Background: an optimization exercise with open tools, aiming at small area. Do not read the settings as production practice. In this exercise RTL edits were held to simulation tests only and were not proved equivalent to the original. The clock cells of runs 5 to 8 come from the design's own scripts or RTL, not from TritonCTS. The flow treats the clock pin as an ideal source. Dropping or thinning the clock tree relies on that and would not hold on a real chip. No activity file was given, so power comes from the tool's default toggle rates.

## flow/config.mk

```make
export PLATFORM = sky130hd
export DESIGN_NAME = UART
export DESIGN_NICKNAME = UART
export VERILOG_FILES = /design/flow/design.v
export SDC_FILE = /design/flow/constraint.sdc
export NUM_CORES = 4
export LEC_CHECK = 0
export CAP_MARGIN = 20
export CORE_MARGIN = 2
export CORE_UTILIZATION = 40
export SLEW_MARGIN = 20
```

## flow/run.sh

```bash
#!/bin/bash
# synth_recipe.tcl (not shown) runs the flow's synth.tcl, then flattens the netlist and writes it again
# the make line also repeats each setting of config.mk as NAME=value (left out here)
make -C /OpenROAD-flow-scripts/flow DESIGN_CONFIG=/design/flow/config.mk WORK_HOME=/design/flow/orfs CLKGATE_MAP_FILE= SYNTH_SCRIPT=/design/flow/synth_recipe.tcl finish
```

## flow/constraint.sdc

```tcl
create_clock -name core_clock -period 10.0 [get_ports {clk}]
set_input_delay 2.0000 -clock core_clock [delete_from_list [all_inputs] [get_ports {clk}]]
set_output_delay 2.0000 -clock core_clock [all_outputs]
set_load 0.01 [all_outputs]
```

## flow/design.v

```verilog
`timescale 1ns / 1ps
module UART(
    input clk,
    input rst,
    input start,
    input [7:0] tx_in,
    input rx,
    output reg tx,
    output [7:0] rx_output,
    output rx_done,
    output tx_done
);
    parameter baud_rate = 9600;  
    reg bit_done;  
    integer count;
    parameter clk_value = 100_000;  
    parameter wait_count = clk_value / (baud_rate);
    parameter idle = 2'b00;  
    parameter send = 2'b01;  
    parameter check = 2'b11;  
    reg [1:0] state;
    always @(posedge clk) begin
        if (rst) begin
            count <= 0;
            bit_done <= 1'b0;
        end else if (state == idle) begin
            count <= 0;
        end else begin
            if (count >= wait_count) begin
                bit_done <= 1'b1;
                count <= 0;
            end else begin
                count <= count + 1;
                bit_done <= 1'b0;
            end
        end
    end
    reg [9:0] tx_data;
    integer bit_index;
    reg [9:0] tx_shift;
    always @(posedge clk) begin
        if (rst) begin
            tx <= 1'b1;
            tx_data <= 0;
            bit_index <= 0;
            tx_shift <= 0;
            state <= idle;
        end else
        case (state)
            idle: begin
                tx <= 1'b1;
                bit_index <= 0;
                tx_shift <= 0;
                if (start) begin
                    tx_data <= {1'b1, tx_in, 1'b0};
                    state <= send;
                end else begin
                    tx_data <= 0;
                    state <= idle;
                end
            end
            send: begin
                tx <= (bit_index <= 9) ? tx_data[bit_index] : 1'b1;
                state <= check;
                tx_shift <= {(bit_index <= 9) ? tx_data[bit_index] : 1'b1, tx_shift[9:1]};
            end
            check: begin
                if (bit_index <= 9) begin
                    if (bit_done == 1'b1) begin
                        bit_index <= bit_index + 1;
                        state <= send;
                    end
                end else begin
                    state <= idle;
                    bit_index <= 0;
                end
            end
            default: state <= idle;
        endcase
    end
    assign tx_done = (bit_index == 9 && bit_done == 1) ? 1'b1 : 1'b0;
    integer rcount;
    integer rindex;
    parameter ridle = 2'b00, rcheck = 2'b01, recv = 2'b10, rwait = 2'b11;
    reg [1:0] rstate;
    reg [9:0] rxdata;
    reg rbit_done;
    integer rtick;
    always @(posedge clk) begin
        if (rst) begin
            rtick <= 0;
            rbit_done <= 1'b0;
        end else if (rstate == ridle) begin
            rtick <= 0;
        end else begin
            if (rtick >= wait_count) begin
                rbit_done <= 1'b1;
                rtick <= 0;
            end else begin
                rtick <= rtick + 1;
                rbit_done <= 1'b0;
            end
        end
    end
    always @(posedge clk) begin
        if (rst) begin
            rxdata <= 0;
            rindex <= 0;
            rcount <= 0;
            rstate <= ridle;
        end else
        case (rstate)
            ridle: begin
                rxdata <= 0;
                rindex <= 0;
                rcount <= 0;
                if (rx == 1'b0) begin
                    rstate <= rwait;
                end else begin
                    rstate <= ridle;
                end
            end
            rwait: begin
                if (rcount < wait_count / 2) begin
                    rcount <= rcount + 1;
                    rstate <= rwait;
                end else begin
                    rcount <= 0;
                    rstate <= recv;
                    rxdata <= {rx, rxdata[9:1]};
                end
            end
            recv: begin
                if (rindex <= 9) begin
                    if (rbit_done == 1'b1) begin
                        rindex <= rindex + 1;
                        rstate <= rwait;
                    end
                end else begin
                    rstate <= ridle;
                    rindex <= 0;
                end
            end
            default: rstate <= ridle;
        endcase
    end
assign rx_output = rxdata[8:1];
assign rx_done = (rindex == 9 && rbit_done == 1) ? 1'b1 : 1'b0;
endmodule
```

==> out/results.ini, run 1 <==
[run_status]
status = complete, no violations

[synth]
synth_area_per_cell_um2 = 8.370
synth_edf_count = 0
seq_area_frac_synth_pct = 41.08
synth_cell_types = 58
ys_async_sr_fraction_pct = 0
netlist_area_mm2 = 0.009015
yosysWarnings = 1
ys_ff_latch = 185
synth.net_count = 1105
synthCells = 1077
synth_flop_cell = dfxtp_1

[timing]
relSlewSlack_pct = 31.57
skew_ns = 0.008434
rsz0062_at_grt = no
fin_tns_setup_ns = 0
fin_crit_sh_pct = 42.53
final_hold_viol_count = 0
tightest_slew_ns = 1.026
finalSetupViolCount = 0
drv_slew = 0
timing.hold.ws_ns = 0.4515
finalWorstSetupSlack_ns = 5.747
fin_crit_ns = 4.253
fmax_mhz = 235.2

[placement]
dp_slack_ns = 5.762
gp_congestion = 0.7963
io_buffers = 22
place.detailed.hpwl_um = 13050

[die]
initial_core_util_pct = 41.05
dieArea_mm2 = 0.02375
coreArea_mm2 = 0.02196
row_count = 54
die_x_um = 154.1
ioPinCount = 23
die_h_um = 154.1

[worst_setup_path]
cp-start-kind = flip-flop
cp_data_arrival_time_ns = 2.25
cp_max_fo = 4
cp_data_required_time_ns = 8.00
cp-end-kind = output port
regToRegSetupSlack_ns = 6.67
crit_type = reg -> out

[clock_network]
cts_max_level = 4
cts_setup_buffers = 0
root_buffer = clkbuf_16
clockBufferDepth = 2
numClockSinks = 185
holdBufCountCts = 0
cts_made_buffers = 17
cts_resized = 0
clkLatencyLatePin_ns = 0.44
clk_pin_slew_ns = 0.07
cts_tree = yes

[pwr]
p_comb_share_pct = 12.5
intPower_mw = 1.235
leakage_nw = 3.205
seqPwrFrac_pct = 44.9
p_sw_mw = 0.4597
pwr-share-clk_pct = 42.6
peakVddDrop_mv = 0.1002
power_density_mw_per_mm2 = 169.5
p_sw_share_pct = 27.12

[drt]
via_per_inst = 5.326
ant_nets = 0
drt_iter0_drc = 413
drcViolationCount = 0
wire_per_inst_um = 14.14
routed_wl_um = 19280
drt-pass1-iter-count = 4
via_count = 7264

[run]
cap_violations = 0

[grt]
antenna_found_initial = 0
grt_pass1_vias = 6803
grt_pass1_wl_um = 32980
met1_usage_pct = 23.43
top_usage_layer = met2
use_met3_pct = 3.805
gr-usage-all-layers_pct = 16.80
grt_max_degree = 33
grt_remaining_overflow = 0
met2_usage_pct = 26.44

[final_layout]
diodes = 0
seq_area_mm2 = 0.003704
area_growth_pct = 10.94
multi_input_area_mm2 = 0.004935
final_common_cell = dfxtp_1
nNetsFinal = 1101
layout-drive-gt1-share_pct = 6.365
layout_common_cells = dfxtp_1, nor2_1, nand2_1
nFillCells = 2171

[min_path]
hp-class = reg -> reg

[power by group through the flow]
stage,Sequential (mW),Clock [mW],Combinational [mW]
6_report,0.761,0.722,0.212
5_1_grt,0.763,0.774,0.235
4_1_cts,0.761,0.744,0.214
3_5_place_dp,0.778,0,0.213
3_3_place_gp,0.777,0,0.215
2_1_floorplan,0.774,0,0.182
[logic make-up after synthesis]
family / count (synthesis) / synth area share [%]
flops: 185 / 41.08
simple gates: 546 / 30.53
xor+xnor: 131 / 12.73
compound gates: 103 / 7.745
mux: 13 / 1.471
fa+ha+maj: 16 / 2.221
buf+inv: 83 / 4.219
[final timing paths]
kind                     start    endpoint  cells after the start
hold reg to reg     tx_data[8]  tx_data[8]                      2
hold / removal      tx_data[8]  tx_data[8]                      2
setup / recovery  bit_index[7]     tx_done                      4
setup reg to reg     rstate[0]  rindex[16]                      8
[cell type report]
type / instances / area share, %
clock buffer: 20 / 4.567
inverter: 31 / 1.164
timing repair buffer: 29 / 2.727
multi-input combinational: 809 / 49.34
tap: 280 / 3.503
sequential: 185 / 37.03
clock inverter: 10 / 1.664
[critical path, cell delays in order, from the launching register on]
cell and delay [ns]:
dfxtp_1 0.34, nor4_1 0.34, nand4_1 0.26, nor3_1 0.26, clkdlybuf4s50_1 0.62
[per-layer routing]
layer	share of wire, %	wire length [um]
met2	45	8645
met3	2.7	514
met1	52	9955
met5	0	0
met4	0.86	165
[per-stage QoR]
stage | cells | power (mW) | utilization [%] | cell area [um^2]
5_1_grt | 1364 | 1.772 | 45.54 | 10000
2_1_floorplan | 1077 | 0.9553 | - | 9015
3_5_place_dp | 1334 | 0.9905 | 42.71 | 9378
6_report | 1364 | 1.695 | 45.54 | 10000
3_3_place_gp | 1334 | 0.9919 | 42.71 | 9378
4_1_cts | 1364 | 1.719 | 45.54 | 10000
[registers in the layout (all words and copies together), names as in the netlist]
signal,cells
rindex,32
rxdata,9
tx_data,9
rbit_done,1
count,32
bit_done,1
state,2
bit_index,32
tx,1
rtick,32
rstate,2
rcount,32
[cell usage after synthesis, types with 4 or more instances]
cell type	number	area share, %
xnor2_1	72	7.0
nor2_1	171	7.1
or3_1	18	1.2
ha_1	16	2.2
a21oi_1	42	2.3
buf_4	8	0.67
and3_1	25	1.7
o21ai_0	13	0.72
inv_1	30	1.2
buf_2	7	0.39
buf_6	4	0.50
nand2_1	83	3.5
nand4_1	61	4.2
mux2i_1	11	1.2
and4_1	15	1.5
o21ai_1	8	0.44
xor2_1	59	5.7
nor4_1	38	2.6
or2_2	7	0.49
nand3_1	70	3.9
dfxtp_1	185	41
nor2b_1	5	0.35
a211oi_2	7	0.97
nor4_2	4	0.56
clkbuf_1	30	1.2
and2_1	8	0.56
nor3_1	25	1.4
==> run 2: changes to the inputs <==
==> flow/design.v (replaced) <==
`timescale 1ns / 1ps
module UART(
    input clk,
    input rst,
    input start,
    input [7:0] tx_in,
    input rx,
    output tx,
    output [7:0] rx_output,
    output rx_done,
    output tx_done
);
    reg [3:0] q;
    reg [3:0] j;
    reg [7:0] tdata;
    wire t_idle = j[3] & j[2] & ~j[0] & ~q[1] & ~q[0];
    wire t_end  = j[3] & ~j[2] & j[0];
    wire t_load = rst | t_end | (t_idle & ~start);
    wire q_wrap = q[3] & q[1];
    always @(posedge clk) begin
        if (t_load) begin
            q <= 4'd8;
            j <= 4'd14;
        end else begin
            q <= q_wrap ? 4'd0 : q + 4'd1;
            if (q_wrap) j <= j + 4'd1;
        end
        if (t_idle) tdata <= tx_in;
    end
    assign tx = (~j[3] & tdata[j[2:0]]) | (j[3] & ~j[2]) | (j[3] & ~j[0] & ~q[1]);
    assign tx_done = j[3] & ~j[2] & ~j[0] & q[3] & q[0];
    reg [3:0] p;
    reg [3:0] i;
    reg [7:0] rdata;
    wire r_idle = (i == 4'd0) & ~p[2] & p[1] & p[0];
    wire r_end  = i[3] & i[1] & i[0];
    wire r_load = rst | r_end | (r_idle & rx);
    wire p_wrap = p[3] & p[1];
    always @(posedge clk) begin
        if (r_load) begin
            p <= 4'd3;
            i <= 4'd0;
        end else begin
            p <= p_wrap ? 4'd0 : p + 4'd1;
            if (p_wrap) i <= i + 4'd1;
        end
        if (p_wrap & ~(i == 4'd9)) rdata <= {rx, rdata[7:1]};
    end
    assign rx_output = rdata;
    assign rx_done = (i == 4'd10) & ~p[3] & p[2] & ~p[1] & ~p[0];
endmodule
==> out/results.ini, run 2 <==
[run_status]
status = complete, no violations

[die]
row_count = 21  ; -61%
coreArea_mm2 = 0.003337  ; -85%
initial_core_util_pct = 41.58  ; +0.53 points
ioPinCount = 23  ; unchanged
die_x_um = 62.90  ; -59%
dieArea_mm2 = 0.003956  ; -83%
die_h_um = 62.90  ; -59%

[synth]
synth_area_per_cell_um2 = 12.73  ; +52%
yosysTopAreaCellShare_pct = 34.63  ; -6.5 points
yosys-top-cells-area = edfxtp_1, dfxtp_1, ha_1
synth_edf_count = 16  ; +16
ys_ff_latch = 32  ; -83%
synth.net_count = 128  ; -88%
synth_top_area_cell = edfxtp_1
netlist_area_mm2 = 0.001388  ; -85%
synthTopCellsByCount = dfxtp_1, edfxtp_1, nand2_1
synthCells = 109  ; -90%
synth_cell_types = 38  ; -34%
ys_async_sr_fraction_pct = 0  ; unchanged
yosysWarnings = 1  ; unchanged
seq_area_frac_synth_pct = 57.71  ; +17 points
synth_flop_cell = edfxtp_1

[timing]
finalWorstSetupSlack_ns = 5.900  ; +0.1523 ns
drv_slew = 0  ; unchanged
relSlewSlack_pct = 43.64  ; +12 points
skew_ns = 0.01479  ; +0.006360 ns
fin_crit_sh_pct = 41.00  ; -1.5 points
fin_tns_setup_ns = 0  ; unchanged
fin_crit_ns = 4.100  ; -0.1523 ns
final_hold_viol_count = 0  ; unchanged
fmax_mhz = 243.9  ; +3.7%
tightest_slew_ns = 0.8415  ; -0.1850 ns
finalSetupViolCount = 0  ; unchanged
rsz0062_at_grt = no

[clock_network]
clockBufferDepth = 2  ; unchanged
clkLatencyLatePin_ns = 0.34  ; -0.10 ns
cts_setup_buffers = 0  ; unchanged
clk_pin_slew_ns = 0.11  ; +0.04 ns
cts_tree = yes
root_buffer = clkbuf_4
cts_made_buffers = 5  ; -12
holdBufCountCts = 0  ; unchanged
cts_resized = 0  ; unchanged
numClockSinks = 32  ; -83%
cts_max_level = 2  ; -2

[drt]
drcViolationCount = 0  ; unchanged
ant_nets = 0  ; unchanged
drt-pass1-iter-count = 4  ; unchanged
via_count = 914  ; -87%
wire_per_inst_um = 13.52  ; -4.3%
routed_wl_um = 2475  ; -87%
drt_iter0_drc = 39  ; -91%
via_per_inst = 4.995  ; -6.2%

[final_layout]
diodes = 0  ; unchanged
instances_no_fill = 183  ; -87%
final_common_cell = clkdlybuf4s50_1
reg.largest.list = rdata (8), tdata (8)
nNetsFinal = 155  ; -86%
layout_common_cells = clkdlybuf4s50_1, dfxtp_1, edfxtp_1
layout-drive-gt1-share_pct = 12.41  ; +6.0 points
nFillCells = 301  ; -86%
area_growth_pct = 23.08

[worst_setup_path]
cp-end-kind = output port
cp-start-kind = flip-flop
path_delay_family = multiplexers
crit_chain = mux4_2 -> nor3_1 -> a31oi_1 -> clkdlybuf4s50_1
reg2reg_from = i[1]
slowest_stage = mux4_2
critical_path_buf_inv_count = 1  ; unchanged
cp_max_fo = 9  ; +5
cp_data_arrival_time_ns = 2.10  ; -0.15 ns
cp_data_required_time_ns = 8.00  ; about the same
crit_type = reg -> out
max_stage_delay_ns = 0.54  ; -0.08 ns
crit_start = j[0]

[placement]
gp_congestion = 0.8318  ; +4.5%
dp_slack_ns = 6.270  ; +0.5074 ns
io_buffers = 22  ; unchanged
place.detailed.hpwl_um = 1685  ; -87%
placed_cells = 175  ; -87%

[grt]
grt_pass1_wl_um = 4105  ; -88%
gr-usage-all-layers_pct = 13.76  ; -3.0 points
grt_max_degree = 11  ; -67%
antenna_found_initial = 0  ; unchanged
grt_remaining_overflow = 0  ; unchanged
grt_pass1_vias = 830  ; -88%

[pwr]
leakage_nw = 0.6390  ; -80%
peakVddDrop_mv = 0.1029  ; +2.7%
power_density_mw_per_mm2 = 209.3  ; +24%
power_mw = 0.3575  ; -79%

[min_path]
hp-start = rdata[2]
hp-class = reg -> reg

[run]
cap_violations = 0  ; unchanged

-- run 2: changes by cell type after synthesis, moves of 23 or more --
| cell | change |
|---|---|
| nor3_1 | -23 |
| nor2_1 | -170 |
| nand2_1 | -74 |
| inv_1 | -26 |
| dfxtp_1 | -169 |
| clkbuf_1 | -30 |
| xnor2_1 | -70 |
| nor4_1 | -37 |
| nand4_1 | -61 |
| nand3_1 | -63 |
| a21oi_1 | -39 |
| xor2_1 | -56 |
-- run 2: layout make-up --
type	count	area [um^2]	share of cell area, %
Clock buffer	6	51.30	3.004
Clock inverter	2	10.01	0.5861
Inverter	4	15.01	0.8791
Multi-Input combinational cell	71	553.0	32.38
Sequential cell	32	800.8	46.89
Tap cell	46	57.56	3.370
Timing Repair Buffer	22	220.2	12.89
-- run 2: cells by family after synthesis --
family                     after synthesis  share of synthesized area (%)
muxes                                    4                          3.877
DFF                                     32                          57.71
AOI/OAI and AO/OA                       13                          7.304
buffers and inverters                    6                          2.434
xor gates and xnor gates                 5                          3.157
adders and majority gates                7                          6.312
and+or+nand+nor                         42                          19.21
-- run 2: final timing paths --
check / end / cells after the start / slack (ns)
worst max-delay path: tx / 4 / 5.90
worst min-delay path: rdata[1] / 0 / 0.46
worst max register to register: rdata[5] / 3 / 8.22
worst min register to register: rdata[1] / 0 / 0.46
-- run 2: worst register-to-register path, stage by stage (launching register included) --
cell and delay, ns:
dfxtp_1 0.45, inv_1 0.10, ha_1 0.19, a31oi_1 0.65
-- run 2: where the power goes --
| part | leakage, nW | internal, mW | switching (mW) |
|---|---|---|---|
| Clock | 0.0380 | 0.0334 | 0.0448 |
| Sequential | 0.283 | 0.170 | 0.0236 |
| Combinational | 0.318 | 0.0446 | 0.0409 |
| Total | 0.639 | 0.248 | 0.109 |
-- run 2: through the flow --
step	area (um^2)	util, %	hold slack (ns)
floorplan	1388	-	0.4543
global placement	1647	49.34	0.4375
detailed placement	1647	49.34	0.4307
CTS	1708	51.18	0.4635
global route	1708	51.18	0.4745
finish	1708	51.18	0.4601
-- run 2: per-layer routing --
| layer | wire length, um | vias to the layer above | global-route usage [%] |
|---|---|---|---|
| li1 | - | 458 | - |
| met4 | 35 | 0 | 5.833 |
| met3 | 138 | 5 | 7.027 |
| met5 | 0 | - | 0 |
| met2 | 990 | 23 | 17.82 |
| met1 | 1311 | 428 | 18.97 |
==> run 3: changes to the inputs <==
==> flow/design.v (replaced) <==
`timescale 1ns / 1ps
module UART(
    input clk,
    input rst,
    input start,
    input [7:0] tx_in,
    input rx,
    output tx,
    output [7:0] rx_output,
    output rx_done,
    output tx_done
);
    reg [3:0] q;
    reg [3:0] j;
    reg [7:0] tdata;
    wire t_idle = j[3] & j[2] & ~j[0] & ~q[1] & ~q[0];
    wire t_end  = j[3] & ~j[2] & j[0];
    wire t_load = rst | t_end | (t_idle & ~start);
    wire q_wrap = q[3] & q[1];
    wire [3:0] q_inc = {(q[3] & ~q[1]) | (q[2] & q[1] & q[0]),
                        q[2] ^ (q[1] & q[0]),
                        ~q_wrap & (q[1] ^ q[0]),
                        ~q_wrap & ~q[0]};
    wire [3:0] j_inc = {j[3] ^ (q_wrap & j[2] & j[1] & j[0]),
                        j[2] ^ (q_wrap & j[1] & j[0]),
                        j[1] ^ (q_wrap & j[0]),
                        j[0] ^ q_wrap};
    always @(posedge clk) begin
        q <= t_load ? 4'd8 : q_inc;
        j <= t_load ? 4'd14 : j_inc;
        if (t_idle) tdata <= tx_in;
    end
    assign tx = (~j[3] & tdata[j[2:0]]) | (j[3] & ~j[2]) | (j[3] & ~j[0] & ~q[1]);
    assign tx_done = j[3] & ~j[2] & ~j[0] & q[3] & q[0];
    reg [3:0] p;
    reg [3:0] i;
    reg [7:0] rdata;
    wire r_idle = ~i[3] & ~i[2] & ~i[1] & ~i[0] & ~p[2] & p[1] & p[0];
    wire r_end  = i[3] & i[1] & i[0];
    wire r_load = rst | r_end | (r_idle & rx);
    wire p_wrap = p[3] & p[1];
    wire [3:0] p_inc = {(p[3] & ~p[1]) | (p[2] & p[1] & p[0]),
                        p[2] ^ (p[1] & p[0]),
                        ~p_wrap & (p[1] ^ p[0]),
                        ~p_wrap & ~p[0]};
    wire [3:0] i_inc = {i[3] ^ (p_wrap & i[2] & i[1] & i[0]),
                        i[2] ^ (p_wrap & i[1] & i[0]),
                        i[1] ^ (p_wrap & i[0]),
                        i[0] ^ p_wrap};
    always @(posedge clk) begin
        p <= r_load ? 4'd3 : p_inc;
        i <= r_load ? 4'd0 : i_inc;
        if (p_wrap & ~(i[3] & i[0])) rdata <= {rx, rdata[7:1]};
    end
    assign rx_output = rdata;
    assign rx_done = i[3] & i[1] & ~i[0] & p[2] & ~p[1] & ~p[0];
endmodule
==> out/results.ini, run 3 <==
[die]
initial_core_util_pct = 41.57  ; about the same
row_count = 20  ; -4.8%
die_x_um = 60.10  ; -4.5%
ioPinCount = 23  ; unchanged
dieArea_mm2 = 0.003611  ; -8.7%
die_h_um = 60.10  ; -4.5%
coreArea_mm2 = 0.003028  ; -9.3%

[timing]
finalSetupViolCount = 0  ; unchanged
fin_crit_sh_pct = 40.50  ; -0.51 points
fin_crit_ns = 4.050  ; -0.05070 ns
rsz0062_at_grt = no
fmax_mhz = 246.9  ; +1.3%
relSlewSlack_pct = 46.87  ; +3.2 points
final_hold_viol_count = 0  ; unchanged
drv_slew = 0  ; unchanged
fin_tns_setup_ns = 0  ; unchanged
skew_ns = 0.01017  ; -0.004620 ns
tightest_slew_ns = 0.7970  ; -0.04451 ns

[grt]
top_usage_layer = met2
met1_usage_pct = 15.78  ; -3.2 points
grt_pass1_vias = 805  ; -3.0%
grt_max_degree = 10  ; -1
use_met3_pct = 4.545  ; -2.5 points
gr-usage-all-layers_pct = 13.38  ; -0.38 points
met2_usage_pct = 21.12  ; +3.3 points
grt_pass1_wl_um = 3463  ; -16%
antenna_found_initial = 0  ; unchanged
grt_remaining_overflow = 0  ; unchanged

[min_path]
hp-class = reg -> reg
hp-start = rdata[2]

[pwr]
power_density_mw_per_mm2 = 194.9  ; -6.9%
peakVddDrop_mv = 0.09073  ; -12%
leakage_nw = 0.6074  ; -4.9%

[worst_setup_path]
cp_data_required_time_ns = 8.00  ; about the same
cp_data_arrival_time_ns = 2.05  ; -0.05 ns
cp_max_fo = 8  ; -1
slowest_stage = mux4_2
cp-start-kind = flip-flop
crit_type = reg -> out
crit_start = j[0]
max_stage_delay_ns = 0.55  ; about the same
cp-end-kind = output port
reg2reg_from = j[3]
crit_chain = mux4_2 -> nor3_1 -> a31oi_1 -> clkdlybuf4s50_1
regToRegSetupSlack_ns = 8.27  ; +0.05 ns

[synth]
yosysTopAreaCellShare_pct = 38.17  ; +3.5 points
synth_area_per_cell_um2 = 13.39  ; +5.2%
synth.net_count = 110  ; -14%
synth_flop_cell = edfxtp_1
synthCells = 94  ; -14%
synth_cell_types = 31  ; -18%
ys_async_sr_fraction_pct = 0  ; unchanged
seq_area_frac_synth_pct = 63.62  ; +5.9 points
synth_edf_count = 16  ; unchanged
netlist_area_mm2 = 0.001259  ; -9.3%
yosysWarnings = 1  ; unchanged
yosys-top-cells-area = edfxtp_1, dfxtp_1, ha_1
ys_ff_latch = 32  ; unchanged
synth_top_area_cell = edfxtp_1
synthTopCellsByCount = dfxtp_1, edfxtp_1, nand2_1, nor2_1

[clock_network]
holdBufCountCts = 0  ; unchanged
cts_tree = yes
root_buffer = clkbuf_4
numClockSinks = 32  ; unchanged
clkLatencyLatePin_ns = 0.32  ; -0.02 ns
clockBufferDepth = 2  ; unchanged
cts_resized = 0  ; unchanged
clk_pin_slew_ns = 0.09  ; -0.02 ns
cts_max_level = 2  ; unchanged
cts_made_buffers = 5  ; unchanged
cts_setup_buffers = 0  ; unchanged

[placement]
io_buffers = 22  ; unchanged
place.detailed.hpwl_um = 1527  ; -9.4%
placed_area_mm2 = 0.001534  ; -6.8%
gp_congestion = 0.7437  ; -11%

[final_layout]
fin_util_pct = 52.77  ; +1.6 points
final_common_cell = clkdlybuf4s50_1
layout-drive-gt1-share_pct = 10.48  ; -1.9 points
layout_common_cells = clkdlybuf4s50_1, dfxtp_1, edfxtp_1
final_cell_area_mm2 = 0.001598  ; -6.4%
nNetsFinal = 139  ; -10%
diodes = 0  ; unchanged
area_growth_pct = 26.94
reg.largest.list = rdata (8), tdata (8)

[run_status]
status = complete, no violations

[drt]
via_per_inst = 4.929  ; -1.3%
wire_per_inst_um = 12.57  ; -7.1%
drt-pass1-iter-count = 4  ; unchanged
via_count = 828  ; -9.4%
routed_wl_um = 2111  ; -15%
drcViolationCount = 0  ; unchanged
ant_nets = 0  ; unchanged
drt_iter0_drc = 20  ; -49%

[run]
cap_violations = 0  ; unchanged

run 3: cell count changes after synthesis, moves of 3 or more:
cell / before / now
and3_1: 4 / 0
nand3_1: 7 / 3
ha_1: 7 / 4
nor3b_1: 0 / 4
nor2_1: 1 / 5
nand2_1: 9 / 5
run 3: routing by layer:
metal  up-vias  wire (um)
met3         6         86
met1       397        988
met4         0         38
li1        409          -
met5         -          0
met2        16        998
run 3: area by class of cell:
class,count,area (um^2)
Sequential cell,32,800.8
Timing Repair Buffer,22,220.2
Clock buffer,8,58.81
Inverter,4,15.01
Fill cell,280,1430
Tap cell,44,55.05
Multi-Input combinational cell,58,447.9
run 3: per-stage QoR:
step	setup WS (ns)	hold WS, ns	power (mW)	cells
floorplan	6.853	0.4580	0.2159	94
global placement	6.299	0.4334	0.2374	160
detailed placement	6.293	0.4396	0.2400	160
CTS	5.929	0.4688	0.3149	168
global route	5.774	0.4775	0.3299	168
finish	5.950	0.4621	0.3114	168
run 3: final timing paths:
kind,cells after the start,to
max,4,tx
min,0,rdata[1]
max reg2reg,2,tdata[1]
min reg2reg,0,rdata[1]
run 3: worst max-delay path: cells and delay by family, from the launching register on:
| kind | cells | cell delay [ns] |
|---|---|---|
| multiplexers | 1 | 0.55 |
| flip-flops | 1 | 0.49 |
| buffers and inverters | 1 | 0.49 |
| AND/OR/NAND/NOR | 1 | 0.15 |
| AO/OA/AOI/OAI | 1 | 0.06 |
run 3: cell families (layout without fill, tap and decap cells):
family,after synthesis,count (layout),share of synthesized area (%)
buffers and inverters,4,34,1.192
DFF,32,32,63.62
muxes,3,3,3.479
adders and majority gates,4,4,3.976
AOI/OAI and AO/OA,11,11,7.456
and+or+nand+nor,34,34,16.10
xor gates and xnor gates,6,6,4.175
run 3: power breakdown:
| group | internal, mW | switching (mW) |
|---|---|---|
| clock network | 0.0347 | 0.0397 |
| registers | 0.162 | 0.0161 |
| logic | 0.0310 | 0.0279 |
==> run 4: changes to the inputs <==
==> flow/flow/run.sh (new file) <==
#!/bin/bash
# Own flow: the standard layout (standard.sh) with two changes:
#  - synthesis maps the logic with an area-oriented abc script (flow/area.abc);
#  - port buffers are sky130_fd_sc_hd__buf_1 instead of the default choice.
set -euo pipefail
export MY_WORK="$PWD"
export MY_ABC_SCRIPT="$PWD/flow/area.abc"
bash standard.sh SYNTH_SCRIPT="$PWD/flow/my_synth.tcl" \
  BUFFER_PORTS_ARGS="-buffer_cell sky130_fd_sc_hd__buf_1" finish > flow_make.log 2>&1
==> flow/flow/area.abc (new file) <==
strash
&get -n
&st
&syn2
&dch -f
&nf -a -p -R 1000
&put
strash
&get -n
&dch -f
&nf -a -p -R 1000
&put
topo
==> flow/flow/my_synth.tcl (new file) <==
# The standard synthesis (synth_recipe.tcl), with the final abc mapping run
# from an area-oriented script instead of ORFS's delay-oriented one.
proc abc {args} {
  set i [lsearch -exact $args -script]
  if { $i >= 0 } { set args [lreplace $args $i [expr {$i + 1}] -script $::env(MY_ABC_SCRIPT)] }
  yosys abc {*}$args
}
source $::env(MY_WORK)/synth_recipe.tcl
==> flow/standard.sh (new file) <==
#!/bin/bash
# synth_recipe.tcl (not shown) runs the flow's synth.tcl, then flattens the netlist and writes it again
# the make line also repeats each setting of config.mk as NAME=value (left out here)
make -C /OpenROAD-flow-scripts/flow DESIGN_CONFIG=/design/flow/config.mk WORK_HOME=/design/flow/orfs CLKGATE_MAP_FILE= SYNTH_SCRIPT=/design/flow/synth_recipe.tcl "${@:-finish}"
--- a/flow/config.mk
+++ b/flow/config.mk
@@ -8,4 +8,7 @@
 export CAP_MARGIN = 20
 export CORE_MARGIN = 2
 export CORE_UTILIZATION = 40
+export CTS_BUF_LIST = sky130_fd_sc_hd__clkbuf_8
+export CTS_CLUSTER_DIAMETER = 200
+export CTS_CLUSTER_SIZE = 40
 export SLEW_MARGIN = 20
removed: flow/run.sh
==> out/results.ini, run 4 <==
[synth]
synthCells = 94  ; unchanged
synth_cell_types = 27  ; -13%
netlist_area_mm2 = 0.001207  ; -4.1%
ys_ff_latch = 32  ; unchanged
synth_top_area_cell = edfxtp_1
synth_area_per_cell_um2 = 12.84  ; -4.1%
synth_flop_cell = edfxtp_1
yosysWarnings = 1  ; unchanged
seq_area_frac_synth_pct = 66.32  ; +2.7 points
synthTopCellsByCount = dfxtp_1, edfxtp_1, nand2_1
ys_async_sr_fraction_pct = 0  ; unchanged
yosys-top-cells-area = edfxtp_1, dfxtp_1, ha_1
yosysTopAreaCellShare_pct = 39.79  ; +1.6 points
synth.net_count = 110  ; unchanged
synth_edf_count = 16  ; unchanged

[worst_setup_path]
cp_max_fo = 7  ; -1
cp-end-kind = output port
cp-start-kind = flip-flop
cp_data_arrival_time_ns = 1.69  ; -0.36 ns
crit_type = reg -> out
path_delay_family = multiplexers
max_stage_delay_ns = 0.53  ; -0.02 ns
crit_chain = mux4_2 -> o32a_1 -> buf_1
cp_data_required_time_ns = 8.00  ; about the same
critical_path_buf_inv_count = 1  ; unchanged
slowest_stage = mux4_2

[clock_network]
cts_setup_buffers = 0  ; unchanged
cts_resized = 0  ; unchanged
clockBufferDepth = 2  ; unchanged
holdBufCountCts = 0  ; unchanged
clkLatencyLatePin_ns = 0.28  ; -0.04 ns
cts_max_level = 2  ; unchanged
cts_tree = yes
root_buffer = clkbuf_8
clk_pin_slew_ns = 0.06  ; -0.03 ns
numClockSinks = 32  ; unchanged
cts_made_buffers = 5  ; unchanged

[grt]
grt_pass1_vias = 740  ; -8.1%
met1_usage_pct = 15.56  ; -0.22 points
met2_usage_pct = 18.25  ; -2.9 points
antenna_found_initial = 0  ; unchanged
grt_remaining_overflow = 0  ; unchanged
gr-usage-all-layers_pct = 12.76  ; -0.62 points
grt_pass1_wl_um = 3160  ; -8.7%
top_usage_layer = met2
grt_max_degree = 11  ; +1
use_met3_pct = 6.593  ; +2.0 points

[pwr]
leakage_nw = 0.5010  ; -18%
pwr-share-clk_pct = 29.2  ; +5.3 points
power_mw = 0.3174  ; +1.9%
p_sw_share_pct = 26.81  ; -0.037 points
p_comb_share_pct = 15.3  ; -3.6 points
seqPwrFrac_pct = 55.4  ; -1.8 points
power_density_mw_per_mm2 = 223.5  ; +15%
intPower_mw = 0.2323  ; +2.0%
p_sw_mw = 0.08509  ; +1.8%
peakVddDrop_mv = 0.1190  ; +31%

[run_status]
status = complete, no violations

[timing]
rsz0062_at_grt = no
final_hold_viol_count = 0  ; unchanged
relSlewSlack_pct = 40.96  ; -5.9 points
fin_crit_sh_pct = 36.94  ; -3.6 points
finalSetupViolCount = 0  ; unchanged
fin_crit_ns = 3.694  ; -0.3554 ns
skew_ns = 0.005068  ; -0.005106 ns
fin_tns_setup_ns = 0  ; unchanged
tightest_slew_ns = 0.8782  ; +0.08116 ns
finalWorstSetupSlack_ns = 6.306  ; +0.3554 ns
fmax_mhz = 270.7  ; +9.6%
drv_slew = 0  ; unchanged

[placement]
io_buffers = 22  ; unchanged
place.detailed.hpwl_um = 1298  ; -15%
gp_congestion = 0.7680  ; +3.3%
dp_slack_ns = 6.596  ; +0.3033 ns
placed_cells = 148  ; -7.5%
placed_area_mm2 = 0.001336  ; -13%

[drt]
drt_iter0_drc = 22  ; +10%
drcViolationCount = 0  ; unchanged
drt-pass1-iter-count = 15  ; +11
wire_per_inst_um = 11.57  ; -7.9%
routed_wl_um = 1805  ; -14%
via_per_inst = 5.109  ; +3.7%
ant_nets = 0  ; unchanged
via_count = 797  ; -3.7%

[die]
row_count = 19  ; -5.0%
ioPinCount = 23  ; unchanged
dieArea_mm2 = 0.003474  ; -3.8%
coreArea_mm2 = 0.002805  ; -7.4%
die_x_um = 58.94  ; -1.9%
die_h_um = 58.94  ; -1.9%
initial_core_util_pct = 43.04  ; +1.5 points

[final_layout]
nNetsFinal = 140  ; +0.72%
reg.largest.list = rdata (8), tdata (8)
diodes = 0  ; unchanged
nFillCells = 259  ; -7.5%
final_common_cell = buf_1
layout-drive-gt1-share_pct = 7.200  ; -3.3 points
final_cell_area_mm2 = 0.001420  ; -11%
layout_common_cells = buf_1, dfxtp_1, edfxtp_1
area_growth_pct = 17.62
instances_no_fill = 156  ; -7.1%

[min_path]
hp-class = reg -> reg

[run]
cap_violations = 0  ; unchanged

==> run 4: final timing paths <==
check / slack [ns] / startpoint / endpoint / depth (start not counted)
min: 0.45 / rdata[1] / rdata[0] / 0
min reg2reg: 0.45 / rdata[1] / rdata[0] / 0
max: 6.31 / j[0] / tx / 3
max reg2reg: 8.03 / j[0] / q[1] / 6
==> run 4: logic make-up (layout without fill, tap and decap cells) <==
logic type	after synthesis	after routing	share of synthesized area, %
XOR/XNOR	5	5	3.627
AND/OR/NAND/NOR	38	38	15.44
adder cells (fa/ha/maj)	4	4	4.145
flip-flops	32	32	66.32
AO/OA/AOI/OAI	11	11	6.115
buffers and inverters	2	33	0.6220
multiplexers	2	2	3.730
==> run 4: final cells by class <==
cell class                      count  area, um^2  share of cell area (%)
Timing Repair Buffer               23       90.09                   6.344
Clock buffer                        5       68.82                   4.846
Inverter                            2       7.507                  0.5286
Sequential cell                    32       800.8                   56.39
Multi-Input combinational cell     60       399.1                   28.11
Clock inverter                      3       15.01                   1.057
Tap cell                           31       38.79                   2.731
==> run 4: worst reg2reg max path, delay by kind of cell (launching register included) <==
kind          cells  cell delay (ns)
buf+inv           1             0.17
simple gates      5             1.27
flops             1             0.47
==> run 4: power groups by stage <==
stage	sequential [mW]	combinational, mW	clock (mW)
final	0.176	0.0487	0.0928
after global placement	0.178	0.0486	0
after global routing	0.179	0.0561	0.102
after detailed placement	0.179	0.0491	0
after floorplan	0.177	0.0352	0
after CTS	0.176	0.0495	0.0968
==> run 4: per-stage QoR <==
step / utilization (%) / hold slack (ns)
2_1_floorplan: - / 0.4410
3_3_place_gp: 47.64 / 0.4291
3_5_place_dp: 47.64 / 0.4411
4_1_cts: 50.62 / 0.4575
5_1_grt: 50.62 / 0.4658
6_report: 50.62 / 0.4537
==> run 4: routing by layer <==
| metal | up-vias | share of wire (%) |
|---|---|---|
| li1 | 403 | - |
| met5 | - | 0 |
| met1 | 369 | 48 |
| met4 | 0 | 1.6 |
| met2 | 21 | 45 |
| met3 | 4 | 5.7 |
==> run 5: changes to the inputs <==
==> flow/flow/run.sh (replaced) <==
#!/bin/bash
# Own flow: the standard layout (standard.sh), with three changes:
#  - synthesis maps the logic with an area-oriented abc script (flow/area.abc);
#  - port buffers are sky130_fd_sc_hd__buf_1 instead of the default choice;
#  - the clock is buffered by flow/my_cts.tcl (a few clock buffers, each
#    driving one cluster of flip-flops) in place of TritonCTS.
# Each tool's output goes to a log file of its own in this folder.
set -euo pipefail
export MY_WORK="$PWD"
export MY_ABC_SCRIPT="$PWD/flow/area.abc"
ARGS=(SYNTH_SCRIPT="$PWD/flow/my_synth.tcl" BUFFER_PORTS_ARGS="-buffer_cell sky130_fd_sc_hd__buf_1")
bash standard.sh "${ARGS[@]}" place > flow_place.log 2>&1
RES="$PWD/orfs/results/sky130hd/UART/base"
MY_RESULTS="$RES" PLATFORM_DIR="$FLOW_HOME/platforms/sky130hd" CLK_K=2 CLK_BUF=sky130_fd_sc_hd__clkbuf_8 \
  openroad -no_init -exit flow/my_cts.tcl > flow_cts.log 2>&1
bash standard.sh "${ARGS[@]}" finish > flow_finish.log 2>&1
==> flow/flow/my_cts.tcl (new file) <==
# Clock buffering in place of TritonCTS: the clock port drives CLK_K buffers
# (CLK_BUF cells), each driving one cluster of the flip-flops (k-means on
# their placed locations). Then legalise, and write the CTS step's results.
set P $::env(PLATFORM_DIR)
read_lef $P/lef/sky130_fd_sc_hd.tlef
read_lef $P/lef/sky130_fd_sc_hd_merged.lef
read_liberty $P/lib/sky130_fd_sc_hd__tt_025C_1v80.lib
read_db $::env(MY_RESULTS)/3_place.odb
read_sdc $::env(MY_RESULTS)/3_place.sdc
source $P/setRC.tcl

set block [ord::get_db_block]
set db [ord::get_db]
set K $::env(CLK_K)
set master [$db findMaster $::env(CLK_BUF)]
set clkport [$block findBTerm clk]
set clknet [$clkport getNet]
set sinks {}
foreach it [$clknet getITerms] { lappend sinks $it }
puts "clock sinks: [llength $sinks]"

# k-means on sink locations
set pts {}
foreach it $sinks {
  set b [[$it getInst] getBBox]
  lappend pts [list [expr {([$b xMin] + [$b xMax]) / 2.0}] [expr {([$b yMin] + [$b yMax]) / 2.0}]]
}
set n [llength $pts]
set sorted [lsort -real -index 0 $pts]
set cents {}
for {set k 0} {$k < $K} {incr k} {
  lappend cents [lindex $sorted [expr {int(($k + 0.5) * $n / $K)}]]
}
for {set iter 0} {$iter < 50} {incr iter} {
  set assign {}
  foreach p $pts {
    set best 0; set bd 1e30
    for {set k 0} {$k < $K} {incr k} {
      set c [lindex $cents $k]
      set d [expr {abs([lindex $p 0] - [lindex $c 0]) + abs([lindex $p 1] - [lindex $c 1])}]
      if {$d < $bd} { set bd $d; set best $k }
    }
    lappend assign $best
  }
  set new {}
  for {set k 0} {$k < $K} {incr k} {
    set sx 0.0; set sy 0.0; set c 0
    foreach p $pts a $assign { if {$a == $k} { set sx [expr {$sx + [lindex $p 0]}]; set sy [expr {$sy + [lindex $p 1]}]; incr c } }
    if {$c > 0} { lappend new [list [expr {$sx / $c}] [expr {$sy / $c}]] } else { lappend new [lindex $cents $k] }
  }
  set cents $new
}
for {set k 0} {$k < $K} {incr k} {
  set inst [odb::dbInst_create $block $master clkbuf_my_$k]
  set net [odb::dbNet_create $block clknet_my_$k]
  $net setSigType CLOCK
  [$inst findITerm A] connect $clknet
  [$inst findITerm X] connect $net
  set c [lindex $cents $k]
  $inst setLocation [expr {int([lindex $c 0])}] [expr {int([lindex $c 1])}]
  $inst setPlacementStatus PLACED
  set cnt 0
  foreach it $sinks a $assign { if {$a == $k} { $it disconnect; $it connect $net; incr cnt } }
  puts "buffer $k at $c drives $cnt sinks"
}
set_placement_padding -global -left 0 -right 0
detailed_placement
check_placement -verbose
set_propagated_clock [all_clocks]
estimate_parasitics -placement
set sl {}
foreach p [get_pins -hierarchical */CLK] { lappend sl [get_property $p slew_max] }
puts "max clock pin slew (placement estimate): [lindex [lsort -real $sl] end]"
report_clock_skew
report_worst_slack -min
report_worst_slack -max
write_db $::env(MY_RESULTS)/4_1_cts.odb
write_sdc $::env(MY_RESULTS)/4_cts.sdc
==> flow/config.mk (replaced) <==
export PLATFORM = sky130hd
export DESIGN_NAME = UART
export DESIGN_NICKNAME = UART
export VERILOG_FILES = /design/flow/design.v
export SDC_FILE = /design/flow/constraint.sdc
export NUM_CORES = 4
export LEC_CHECK = 0
export CAP_MARGIN = 20
export CORE_AREA = 3 3 63 63
export DIE_AREA = 0 0 66 66
export SLEW_MARGIN = 20
==> out/results.ini, run 5 <==
[run_status]
status = complete, no violations

[timing]
tightest_slew_ns = 0.9364  ; +0.05827 ns
finalWorstSetupSlack_ns = 6.389  ; +0.08353 ns
final_hold_viol_count = 0  ; unchanged
fmax_mhz = 277.0  ; +2.3%
finalSetupViolCount = 0  ; unchanged
fin_tns_setup_ns = 0  ; unchanged
relSlewSlack_pct = 37.04  ; -3.9 points
drv_slew = 0  ; unchanged
fin_crit_ns = 3.611  ; -0.08353 ns
fin_crit_sh_pct = 36.11  ; -0.84 points
skew_ns = 0.002833  ; -0.002236 ns
rsz0062_at_grt = no

[worst_setup_path]
slowest_stage = mux4_2
cp-end-kind = output port
cp_max_fo = 7  ; unchanged
cp_data_required_time_ns = 8.00  ; about the same
cp_data_arrival_time_ns = 1.61  ; -0.08 ns
cp-start-kind = flip-flop
max_stage_delay_ns = 0.55  ; +0.02 ns
crit_type = reg -> out
crit_chain = mux4_2 -> o32a_1 -> buf_1

[placement]
gp_congestion = 0.8035  ; +4.6%
io_buffers = 22  ; unchanged
place.detailed.hpwl_um = 1456  ; +12%
placed_area_mm2 = 0.001355  ; +1.4%
dp_slack_ns = 6.568  ; -0.02765 ns

[drt]
routed_wl_um = 1915  ; +6.1%
via_per_inst = 4.733  ; -7.4%
drt-pass1-iter-count = 4  ; -11
ant_nets = 0  ; unchanged
drt_iter0_drc = 28  ; +27%
drcViolationCount = 0  ; unchanged
wire_per_inst_um = 11.61  ; +0.31%
via_count = 781  ; -2.0%

[die]
die_h_um = 66  ; +12%
row_count = 21  ; +2
ioPinCount = 23  ; unchanged
coreArea_mm2 = 0.003390  ; +21%
initial_core_util_pct = 35.62  ; -7.4 points
die_x_um = 66  ; +12%
dieArea_mm2 = 0.004356  ; +25%

[pwr]
power_density_mw_per_mm2 = 199.0  ; -11%
peakVddDrop_mv = 0.05778  ; -51%
leakage_nw = 0.4724  ; -5.7%

[synth]
yosysWarnings = 1  ; unchanged
synth_area_per_cell_um2 = 12.84  ; unchanged
yosys-top-cells-area = edfxtp_1, dfxtp_1, ha_1
synthCells = 94  ; unchanged
seq_area_frac_synth_pct = 66.32  ; unchanged
synth.net_count = 110  ; unchanged
synthTopCellsByCount = dfxtp_1, edfxtp_1, nand2_1
yosysTopAreaCellShare_pct = 39.79  ; unchanged
synth_cell_types = 27  ; unchanged
ys_ff_latch = 32  ; unchanged
netlist_area_mm2 = 0.001207  ; unchanged
synth_top_area_cell = edfxtp_1
ys_async_sr_fraction_pct = 0  ; unchanged
synth_edf_count = 16  ; unchanged
synth_flop_cell = edfxtp_1

[grt]
antenna_found_initial = 0  ; unchanged
gr-usage-all-layers_pct = 8.705  ; -4.1 points
grt_pass1_vias = 754  ; +1.9%
grt_max_degree = 17  ; +6
grt_remaining_overflow = 0  ; unchanged
grt_pass1_wl_um = 3180  ; +0.63%

[final_layout]
final_cell_area_mm2 = 0.001383  ; -2.6%
nFillCells = 318  ; +23%
reg.largest.list = rdata (8), tdata (8)
area_growth_pct = 14.51
layout_common_cells = buf_1, dfxtp_1, edfxtp_1
layout-drive-gt1-share_pct = 4.202  ; -3.0 points
nNetsFinal = 137  ; -2.1%
final_common_cell = buf_1
seq_area_um2 = 800.8  ; unchanged
multi_input_area_um2 = 399.1  ; unchanged
diodes = 0  ; unchanged

[run]
cap_violations = 0  ; unchanged

[min_path]
hp-class = reg -> reg

[clock_network]
clkLatencyLatePin_ns = 0.15  ; -0.13 ns
clk_pin_slew_ns = 0.09  ; +0.03 ns

run 5: cell counts after synthesis:
No cell type changed its count.
run 5: cell families (layout without fill, tap and decap cells):
logic type	count (synthesis)	after routing	synth area share, %
compound gates	11	11	6.115
xor+xnor	5	5	3.627
fa+ha+maj	4	4	4.145
buf+inv	2	27	0.6220
flops	32	32	66.32
mux	2	2	3.730
simple gates	38	38	15.44
run 5: per-stage QoR:
stage          hold slack (ns)  utilization, %  power, mW  std cells
6_report                0.4594           40.79     0.2751        165
5_1_grt                 0.4623           40.79     0.2917        165
3_5_place_dp            0.4317           39.98     0.2298        163
3_3_place_gp            0.4351           39.98     0.2265        163
2_1_floorplan           0.4410               -     0.2121         94
run 5: final timing paths:
check,endpoint,start,cells after the start,slack [ns]
worst max-delay path,tx,j[0],3,6.39
worst min register to register,rdata[5],rdata[6],0,0.46
worst max register to register,q[1],j[0],6,8.06
worst min-delay path,rdata[5],rdata[6],0,0.46
run 5: report_power, final:
part | switching [mW] | internal [mW] | leakage, nW
sequential | 0.0141 | 0.162 | 0.283
combinational | 0.0265 | 0.0236 | 0.175
clock | 0.0308 | 0.0185 | 0.0144
run 5: critical path, delay by kind of cell (launching register included):
kind / cells / cell delay [ns]
buffers and inverters: 1 / 0.13
AO/OA/AOI/OAI: 1 / 0.30
flip-flops: 1 / 0.49
multiplexers: 1 / 0.55
run 5: layout make-up:
cell class              count  area share, %
multi-input cells          60          28.87
plain buffers               2          1.991
well taps                  46          4.163
inverters                   2         0.5430
repair buffers             23          6.516
flip-flops and latches     32          57.92
run 5: routing by layer:
metal  up-vias  wire (um)  track usage, %
met5         -          0               0
met4         0         29           1.523
met3         2         86          0.8503
met2        20        952           17.02
met1       364        847           10.25
li1        395          -               -
==> run 6: changes to the inputs <==
==> flow/design.v (replaced) <==
`timescale 1ns / 1ps
module UART(
    input clk,
    input rst,
    input start,
    input [7:0] tx_in,
    input rx,
    output tx,
    output [7:0] rx_output,
    output rx_done,
    output tx_done
);
    reg [3:0] q;
    reg [3:0] j;
    reg [7:0] tdata;
    reg tmux;
    wire t_idle = (q[3] & ~j[1] & ~j[2] & ~j[3]);
    wire t_end = (j[2] & j[3]);
    wire t_load = rst | t_end | (t_idle & ~start);
    wire q_wrap = (q[1] & q[2]);
    wire [3:0] q_nx = {((q[2])), ((q[1])), ((q[0])), ((q[0] & q[3]) | (~q[0] & ~q[2] & ~q[3]) | (~q[0] & ~q[1] & ~q[3]))};
    wire [3:0] j_tg = {((j[0] & j[1] & j[2])), ((j[0] & j[1])), ((j[0])), (1'b1)};
    always @(*) begin
        case ({j[2], j[1], j[0]})
            3'd0: tmux = tdata[5];
            3'd1: tmux = tdata[6];
            3'd2: tmux = tdata[7];
            3'd3: tmux = tdata[0];
            3'd4: tmux = tdata[1];
            3'd5: tmux = tdata[2];
            3'd6: tmux = tdata[3];
            3'd7: tmux = tdata[4];
            default: tmux = 1'b1;
        endcase
    end
    always @(posedge clk) begin
        q <= t_load ? 4'd9 : q_nx;
        j <= t_load ? 4'd1 : (j ^ ({4{q_wrap}} & j_tg));
        if (t_idle) tdata <= tx_in;
    end
    assign tx = (((j[0] & j[1]) | (j[3]) | (j[2])) & tmux) | (j[0] & j[1] & j[3]) | (j[2] & j[3]) | (q[0] & ~j[1] & ~j[2] & ~j[3]);
    assign tx_done = (q[0] & q[1] & j[0] & j[1] & j[3]);
    reg [3:0] p;
    reg [3:0] i;
    reg [7:0] rdata;
    wire r_idle = (p[2] & p[3] & ~i[0] & ~i[1] & ~i[2] & ~i[3]);
    wire r_end = (i[0] & i[1] & i[3]);
    wire r_load = rst | r_end | (r_idle & rx);
    wire p_wrap = (~p[0] & ~p[1] & ~p[2] & ~p[3]);
    wire [3:0] p_nx = {((p[2])), ((p[1])), ((p[0])), ((~p[1] & ~p[2] & ~p[3]) | (~p[0] & ~p[2] & ~p[3]) | (p[2] & p[3]))};
    wire [3:0] i_tg = {((i[0] & i[1] & i[2])), ((i[0] & i[1])), ((i[0])), (1'b1)};
    always @(posedge clk) begin
        p <= r_load ? 4'd12 : p_nx;
        i <= r_load ? 4'd0 : (i ^ ({4{p_wrap}} & i_tg));
        if (p_wrap & ((~i[3]) | (~i[0]))) rdata <= {rx, rdata[7:1]};
    end
    assign rx_output = rdata;
    assign rx_done = (p[0] & p[3] & i[1] & i[3]);
endmodule
==> out/results.ini, run 6 <==
[drt]
routed_wl_um = 1873  ; -2.2%
via_per_inst = 4.804  ; +1.5%
ant_nets = 0  ; unchanged
drcViolationCount = 0  ; unchanged
drt-pass1-iter-count = 4  ; unchanged
via_count = 759  ; -2.8%
drt_iter0_drc = 14  ; -50%
wire_per_inst_um = 11.85  ; +2.1%

[final_layout]
diodes = 0  ; unchanged
fin_util_pct = 39.24  ; -1.6 points
final_common_cell = buf_1
area_growth_pct = 15.17
final_cell_area_mm2 = 0.001330  ; -3.8%
reg.largest.list = rdata (8), tdata (8)
instances_no_fill = 158  ; -4.2%
layout_common_cells = buf_1, dfxtp_1, edfxtp_1
layout-drive-gt1-share_pct = 3.571  ; -0.63 points
nNetsFinal = 128  ; -6.6%

[grt]
grt_remaining_overflow = 0  ; unchanged
antenna_found_initial = 0  ; unchanged
grt_pass1_wl_um = 3229  ; +1.5%
grt_max_degree = 18  ; +1
grt_pass1_vias = 699  ; -7.3%
gr-usage-all-layers_pct = 8.963  ; +0.26 points

[timing]
fmax_mhz = 287.9  ; +4.0%
fin_crit_sh_pct = 34.73  ; -1.4 points
tightest_slew_ns = 0.7339  ; -0.2025 ns
rsz0062_at_grt = no
skew_ns = 0.005311  ; +0.002479 ns
final_hold_viol_count = 0  ; unchanged
fin_tns_setup_ns = 0  ; unchanged
finalSetupViolCount = 0  ; unchanged
relSlewSlack_pct = 50.97  ; +14 points
timing.hold.ws_ns = 0.4576  ; -0.001767 ns
fin_crit_ns = 3.473  ; -0.1372 ns
drv_slew = 0  ; unchanged

[synth]
synth_area_per_cell_um2 = 13.27  ; +3.3%
synth_top_area_cell = edfxtp_1
ys_async_sr_fraction_pct = 0  ; unchanged
synth.net_count = 101  ; -8.2%
yosysWarnings = 1  ; unchanged
ys_ff_latch = 32  ; unchanged
netlist_area_mm2 = 0.001155  ; -4.4%
yosysTopAreaCellShare_pct = 41.60  ; +1.8 points
yosys-top-cells-area = edfxtp_1, dfxtp_1, nor2_1
synthTopCellsByCount = dfxtp_1, edfxtp_1, nor2_1
synth_cell_types = 28  ; +3.7%
synthCells = 87  ; -7.4%
synth_edf_count = 16  ; unchanged
synth_flop_cell = edfxtp_1
seq_area_frac_synth_pct = 69.34  ; +3.0 points

[pwr]
intPower_mw = 0.1692  ; -17%
pwr-share-clk_pct = 23.7  ; +5.8 points
leakage_nw = 0.4441  ; -6.0%
power_density_mw_per_mm2 = 159.1  ; -20%
p_sw_share_pct = 20.05  ; -5.9 points
seqPwrFrac_pct = 70.0  ; +6.1 points
p_comb_share_pct = 6.3  ; -12 points
peakVddDrop_mv = 0.08608  ; +49%
p_sw_mw = 0.04242  ; -41%

[die]
ioPinCount = 23  ; unchanged
die_x_um = 66  ; unchanged
die_h_um = 66  ; unchanged
coreArea_mm2 = 0.003390  ; unchanged
dieArea_mm2 = 0.004356  ; unchanged
initial_core_util_pct = 34.07  ; -1.6 points
row_count = 21  ; unchanged

[run]
cap_violations = 0  ; unchanged

[worst_setup_path]
max_stage_delay_ns = 0.54  ; about the same
slowest_stage = mux4_2
cp-end-kind = output port
cp-start-kind = flip-flop
critical_path_buf_inv_count = 1  ; unchanged
cp_data_required_time_ns = 8.00  ; about the same
cp_max_fo = 7  ; unchanged
cp_data_arrival_time_ns = 1.47  ; -0.14 ns
crit_chain = mux4_2 -> nor2_1 -> a21oi_1 -> buf_1
path_delay_family = multiplexers
crit_type = reg -> out

[clock_network]
clkLatencyLatePin_ns = 0.16  ; about the same
clk_pin_slew_ns = 0.10  ; about the same

[placement]
io_buffers = 22  ; unchanged
placed_cells = 156  ; -4.3%
gp_congestion = 0.7593  ; -5.5%
placed_area_mm2 = 0.001303  ; -3.9%
place.detailed.hpwl_um = 1384  ; -4.9%

[min_path]
hp-class = reg -> reg

[run_status]
status = complete, no violations

run 6: kinds of logic after synthesis:
group	synth area share, %
AO/OA/AOI/OAI	7.909
XOR/XNOR	1.517
adder cells (fa/ha/maj)	2.167
buffers and inverters	0.3247
flip-flops	69.34
multiplexers	2.817
AND/OR/NAND/NOR	15.93
run 6: power groups by stage:
stage | registers [mW] | clock network, mW | logic, mW
3_3_place_gp | 0.151 | 0 | 0.0130
3_5_place_dp | 0.151 | 0 | 0.0135
6_report | 0.148 | 0.0501 | 0.0133
2_1_floorplan | 0.150 | 0 | 0.00859
5_1_grt | 0.149 | 0.0571 | 0.0153
run 6: per-layer routing:
metal  GRT usage [%]  part of all wire (%)  vias to the layer above  routed length, um
met1           13.30                    47                      357                874
met5               0                     0                        -                  0
met4           1.015                   1.1                        0                 21
li1                -                     -                      378                  -
met3           1.020                   5.4                        4                101
met2           14.52                    47                       20                875
run 6: per-stage QoR:
| stage | setup slack (ns) | total power, mW |
|---|---|---|
| 2_1_floorplan | 6.876 | 0.1590 |
| 5_1_grt | 6.330 | 0.2217 |
| 3_5_place_dp | 6.706 | 0.1648 |
| 6_report | 6.527 | 0.2116 |
| 3_3_place_gp | 6.754 | 0.1642 |
run 6: worst paths after layout:
check / start / endpoint / slack [ns] / cells past startpoint
setup / recovery: j[0] / tx / 6.53 / 4
setup reg to reg: p[3] / rdata[1] / 7.97 / 2
hold / removal: q[2] / q[3] / 0.46 / 1
hold reg to reg: q[2] / q[3] / 0.46 / 1
run 6: area by class of cell:
| cell class | count | area [um^2] |
|---|---|---|
| inverters | 1 | 3.754 |
| repair buffers | 23 | 90.09 |
| fillers | 339 | 2059 |
| flip-flops and latches | 32 | 800.8 |
| plain buffers | 2 | 27.53 |
| well taps | 46 | 57.56 |
| multi-input cells | 54 | 350.3 |
==> run 7: changes to the inputs <==
--- a/flow/config.mk
+++ b/flow/config.mk
@@ -8,4 +8,5 @@
 export CAP_MARGIN = 20
 export CORE_AREA = 3 3 63 63
 export DIE_AREA = 0 0 66 66
+export GPL_TIMING_DRIVEN = 0
 export SLEW_MARGIN = 20
==> out/results.ini, run 7 <==
[final_layout]
layout-drive-gt1-share_pct = 4.464  ; +0.89 points
final_common_cell = buf_1
nNetsFinal = 128  ; unchanged
diodes = 0  ; unchanged
fin_util_pct = 39.35  ; +0.11 points
layout_common_cells = buf_1, dfxtp_1, edfxtp_1
instances_no_fill = 158  ; unchanged
reg.largest.list = rdata (8), tdata (8)
nFillCells = 342  ; +0.88%
area_growth_pct = 15.49

[synth]
synth.net_count = 101  ; unchanged
yosysTopAreaCellShare_pct = 41.60  ; unchanged
synth_top_area_cell = edfxtp_1
synth_top_family_by_area = simple AND/OR/NAND/NOR gates
muxShareOfSynthArea_pct = 2.817  ; unchanged
synthTopCellsByCount = dfxtp_1, edfxtp_1, nor2_1
synth_edf_count = 16  ; unchanged
synth_cell_types = 28  ; unchanged
netlist_area_mm2 = 0.001155  ; unchanged
yosys.area_share.simple_pct = 15.93  ; unchanged
seq_area_frac_synth_pct = 69.34  ; unchanged
ys_ff_latch = 32  ; unchanged
ys_async_sr_fraction_pct = 0  ; unchanged
synth_flop_cell = edfxtp_1
synth-xor-area-share_pct = 1.517  ; unchanged
synth-compound-area-share_pct = 7.909  ; unchanged
yosys-top-cells-area = edfxtp_1, dfxtp_1, nor2_1
synth_adder_area_share_pct = 2.167  ; unchanged
yosysWarnings = 1  ; unchanged
synth_area_per_cell_um2 = 13.27  ; unchanged
synthCells = 87  ; unchanged

[clock_network]
clk_pin_slew_ns = 0.09  ; about the same
clkLatencyLatePin_ns = 0.15  ; about the same

[die]
ioPinCount = 23  ; unchanged
coreArea_mm2 = 0.003390  ; unchanged
initial_core_util_pct = 34.07  ; unchanged
die_x_um = 66  ; unchanged
dieArea_mm2 = 0.004356  ; unchanged
row_count = 21  ; unchanged
die_h_um = 66  ; unchanged

[timing]
fmax_mhz = 287.9  ; about the same
relSlewSlack_pct = 51.59  ; +0.62 points
rsz0062_at_grt = no
tightest_slew_ns = 0.7246  ; -0.009351 ns
fin_crit_sh_pct = 34.74  ; about the same
fin_tns_setup_ns = 0  ; unchanged
skew_ns = 0.006847  ; +0.001535 ns
finalSetupViolCount = 0  ; unchanged
fin_crit_ns = 3.474  ; +0.0001700 ns
drv_slew = 0  ; unchanged
final_hold_viol_count = 0  ; unchanged

[grt]
grt_pass1_wl_um = 3339  ; +3.4%
gr-usage-all-layers_pct = 9.336  ; +0.37 points
grt_pass1_vias = 731  ; +4.6%
antenna_found_initial = 0  ; unchanged
grt_max_degree = 18  ; unchanged
grt_remaining_overflow = 0  ; unchanged

[worst_setup_path]
cp_data_required_time_ns = 8.00  ; about the same
path_delay_family = multiplexers
crit_type = reg -> out
cp.depth = 4  ; unchanged
cp-end-kind = output port
max_stage_delay_ns = 0.53  ; about the same
cp_max_fo = 7  ; unchanged
regToRegSetupSlack_ns = 8.01  ; +0.04 ns
cp-start-kind = flip-flop
slowest_stage = mux4_2
cp_data_arrival_time_ns = 1.47  ; about the same
crit_chain = mux4_2 -> nor2_1 -> a21oi_1 -> buf_1
reg2regPathDepth = 2  ; unchanged
critical_path_buf_inv_count = 1  ; unchanged

[run]
cap_violations = 0  ; unchanged

[drt]
drt-pass1-iter-count = 4  ; unchanged
drt_iter0_drc = 21  ; +7
ant_nets = 0  ; unchanged
via_count = 743  ; -2.1%
drcViolationCount = 0  ; unchanged
routed_wl_um = 1917  ; +2.3%
wire_per_inst_um = 12.13  ; +2.3%
via_per_inst = 4.703  ; -2.1%

[min_path]
whs_path_depth = 0  ; -1
hp-class = reg -> reg

[pwr]
leakage_nw = 0.4456  ; +0.34%
power_density_mw_per_mm2 = 157.0  ; -1.3%
peakVddDrop_mv = 0.06477  ; -25%

[placement]
gp_congestion = 0.7781  ; +2.5%
place.detailed.hpwl_um = 1456  ; +5.2%
placed_cells = 156  ; unchanged
io_buffers = 22  ; unchanged

[run_status]
status = complete, no violations

==> run 7: cell counts after synthesis <==
Identical to the previous run, type by type.
==> run 7: stage by stage <==
stage                     hold slack [ns]  power [mW]  setup slack (ns)  area (um^2)
final                              0.4540      0.2094             6.526         1334
after global routing               0.4752      0.2203             6.333         1334
after detailed placement           0.4353      0.1649             6.690         1306
after global placement             0.4262      0.1634             6.708         1295
after floorplan                    0.4110      0.1590             6.876         1155
==> run 7: final timing paths <==
path	startpoint	end
worst max-delay path	j[0]	tx
worst min-delay path	rdata[4]	rdata[3]
worst max register to register	p[3]	rdata[1]
worst min register to register	rdata[4]	rdata[3]
==> run 7: cell type report <==
type / instances / area, um^2 / share of cell area, %
repair buffers: 23 / 87.58 / 6.567
plain buffers: 2 / 27.53 / 2.064
multi-input cells: 54 / 356.6 / 26.74
flip-flops and latches: 32 / 800.8 / 60.04
well taps: 46 / 57.56 / 4.315
inverters: 1 / 3.754 / 0.2814
==> run 7: metal layers <==
layer	wire, um	GRT usage (%)	vias to the layer above
li1	-	-	375
met1	835	12.77	339
met2	928	16.02	25
met3	118	1.190	4
met4	36	1.523	0
met5	0	0	-
==> run 7: cell families (layout without fill, tap and decap cells) <==
logic type / count (synthesis) / in the layout
flops: 32 / 32
xor+xnor: 2 / 2
mux: 2 / 2
buf+inv: 1 / 26
fa+ha+maj: 2 / 2
compound gates: 13 / 13
simple gates: 35 / 35
==> run 7: worst register-to-register path, stage by stage, from the launching register on <==
cell and delay (ns):
dfxtp_1 0.36, nor4_1 0.58, a21boi_1 0.69
==> run 7: where the power goes <==
group | internal [mW] | switching [mW] | leakage, nW
clock | 0.0185 | 0.0293 | 0.0144
sequential | 0.144 | 0.00387 | 0.284
combinational | 0.00617 | 0.00716 | 0.147
total | 0.169 | 0.0404 | 0.446
==> run 8: changes to the inputs <==
--- a/flow/config.mk
+++ b/flow/config.mk
@@ -5,8 +5,8 @@
 export SDC_FILE = /design/flow/constraint.sdc
 export NUM_CORES = 4
 export LEC_CHECK = 0
-export CAP_MARGIN = 20
+export CAP_MARGIN = 0
 export CORE_AREA = 3 3 63 63
 export DIE_AREA = 0 0 66 66
 export GPL_TIMING_DRIVEN = 0
-export SLEW_MARGIN = 20
+export SLEW_MARGIN = 0
==> out/results.ini, run 8 <==
[pwr]
power_density_mw_per_mm2 = 157.6  ; +0.40%
peakVddDrop_mv = 0.08375  ; +29%
leakage_nw = 0.4411  ; -1.0%

[synth]
seq_area_frac_synth_pct = 69.34  ; unchanged
synth-xor-area-share_pct = 1.517  ; unchanged
yosysWarnings = 1  ; unchanged
synth_area_per_cell_um2 = 13.27  ; unchanged
muxShareOfSynthArea_pct = 2.817  ; unchanged
synthCells = 87  ; unchanged
synth_cell_types = 28  ; unchanged
synthTopCellsByCount = dfxtp_1, edfxtp_1, nor2_1
yosysTopAreaCellShare_pct = 41.60  ; unchanged
synth-compound-area-share_pct = 7.909  ; unchanged
ys_ff_latch = 32  ; unchanged
yosys-top-cells-area = edfxtp_1, dfxtp_1, nor2_1
synth_top_area_cell = edfxtp_1
ys_async_sr_fraction_pct = 0  ; unchanged
yosys.area_share.simple_pct = 15.93  ; unchanged
synth_top_family_by_area = simple AND/OR/NAND/NOR gates
netlist_area_mm2 = 0.001155  ; unchanged
synth_flop_cell = edfxtp_1

[drt]
wire_per_inst_um = 12.08  ; -0.47%
routed_wl_um = 1896  ; -1.1%
via_count = 763  ; +2.7%
drcViolationCount = 0  ; unchanged
drt_iter0_drc = 23  ; +9.5%
ant_nets = 0  ; unchanged
via_per_inst = 4.860  ; +3.3%
drt-pass1-iter-count = 4  ; unchanged

[timing]
finalSetupViolCount = 0  ; unchanged
fin_tns_setup_ns = 0  ; unchanged
final_hold_viol_count = 0  ; unchanged
rsz0062_at_grt = no
fin_crit_sh_pct = 34.77  ; +0.039 points
skew_ns = 0.008428  ; +0.001581 ns
fin_crit_ns = 3.477  ; +0.003890 ns
fmax_mhz = 287.6  ; -0.11%
relSlewSlack_pct = 25.48  ; -26 points

[worst_setup_path]
cp_max_fo = 7  ; unchanged
cp_data_required_time_ns = 8.00  ; about the same
cp-end-kind = output port
cp-start-kind = flip-flop
cp_data_arrival_time_ns = 1.48  ; about the same
crit_type = reg -> out

[die]
row_count = 21  ; unchanged
die_x_um = 66  ; unchanged
die_h_um = 66  ; unchanged
ioPinCount = 23  ; unchanged

[final_layout]
area_growth_pct = 15.06
reg.largest.list = rdata (8), tdata (8)
nNetsFinal = 127  ; -0.78%
nFillCells = 336  ; -1.8%
final_cell_area_mm2 = 0.001329  ; -0.38%
diodes = 0  ; unchanged
layout-drive-gt1-share_pct = 3.604  ; -0.86 points
layout_common_cells = buf_1, dfxtp_1, edfxtp_1
final_common_cell = buf_1
fin_util_pct = 39.20  ; -0.15 points

[placement]
place.detailed.hpwl_um = 1397  ; -4.0%
placed_area_mm2 = 0.001301  ; -0.38%
io_buffers = 22  ; unchanged

[min_path]
hp-class = reg -> reg

[grt]
gr-usage-all-layers_pct = 9.153  ; -0.18 points
grt_remaining_overflow = 0  ; unchanged
grt_pass1_vias = 713  ; -2.5%
grt_max_degree = 18  ; unchanged
antenna_found_initial = 0  ; unchanged

[run]
cap_violations = 0  ; unchanged

[clock_network]
clkLatencyLatePin_ns = 0.15  ; about the same
clk_pin_slew_ns = 0.10  ; about the same

[run_status]
status = complete, no violations

run 8: changes by cell type in the layout (fill, tap and decap cells not counted):
cell / delta
a21boi_1: -1
a21boi_0: +1
buf_2: -1
run 8: cell type report:
cell class              count  area (um^2)  share of cell area (%)
plain buffers               2        27.53                   2.072
repair buffers             22        82.58                   6.215
multi-input cells          54        356.6                   26.84
inverters                   1        3.754                  0.2825
flip-flops and latches     32        800.8                   60.26
well taps                  46        57.56                   4.331
run 8: worst paths after layout:
kind,from,end,slack (ns),cells after the start
min reg2reg,rdata[4],rdata[3],0.46,0
max reg2reg,p[3],rdata[1],7.73,2
max,j[0],tx,6.52,4
min,rdata[4],rdata[3],0.46,0
run 8: stage by stage:
stage               setup WS (ns)  cells  hold slack, ns
global route                6.351    157          0.4745
floorplan                   6.876     87          0.4110
detailed placement          6.697    155          0.4387
global placement            6.708    155          0.4262
finish                      6.523    157          0.4562
run 8: cell families (layout without fill, tap and decap cells):
logic type      Yosys count  in the layout
compound gates           13             13
xor+xnor                  2              2
fa+ha+maj                 2              2
buf+inv                   1             25
flops                    32             32
mux                       2              2
simple gates             35             35
run 8: worst max-delay path, stage by stage, from the launching register on:
cell,delay [ns]
dfxtp_1,0.49
mux4_2,0.53
nor2_1,0.09
a21oi_1,0.07
buf_1,0.13
run 8: power by group:
| group | internal, mW | switching (mW) | total [mW] |
|---|---|---|---|
| combinational | 0.00589 | 0.00719 | 0.0131 |
| clock | 0.0185 | 0.0296 | 0.0481 |
| sequential | 0.144 | 0.00386 | 0.148 |
| total | 0.169 | 0.0406 | 0.209 |
run 8: routing by layer:
layer	track usage [%]	vias up	wire, um
li1	-	372	-
met1	12.43	355	837
met2	15.89	32	890
met3	1.020	4	132
met4	1.523	0	36
met5	0	-	0
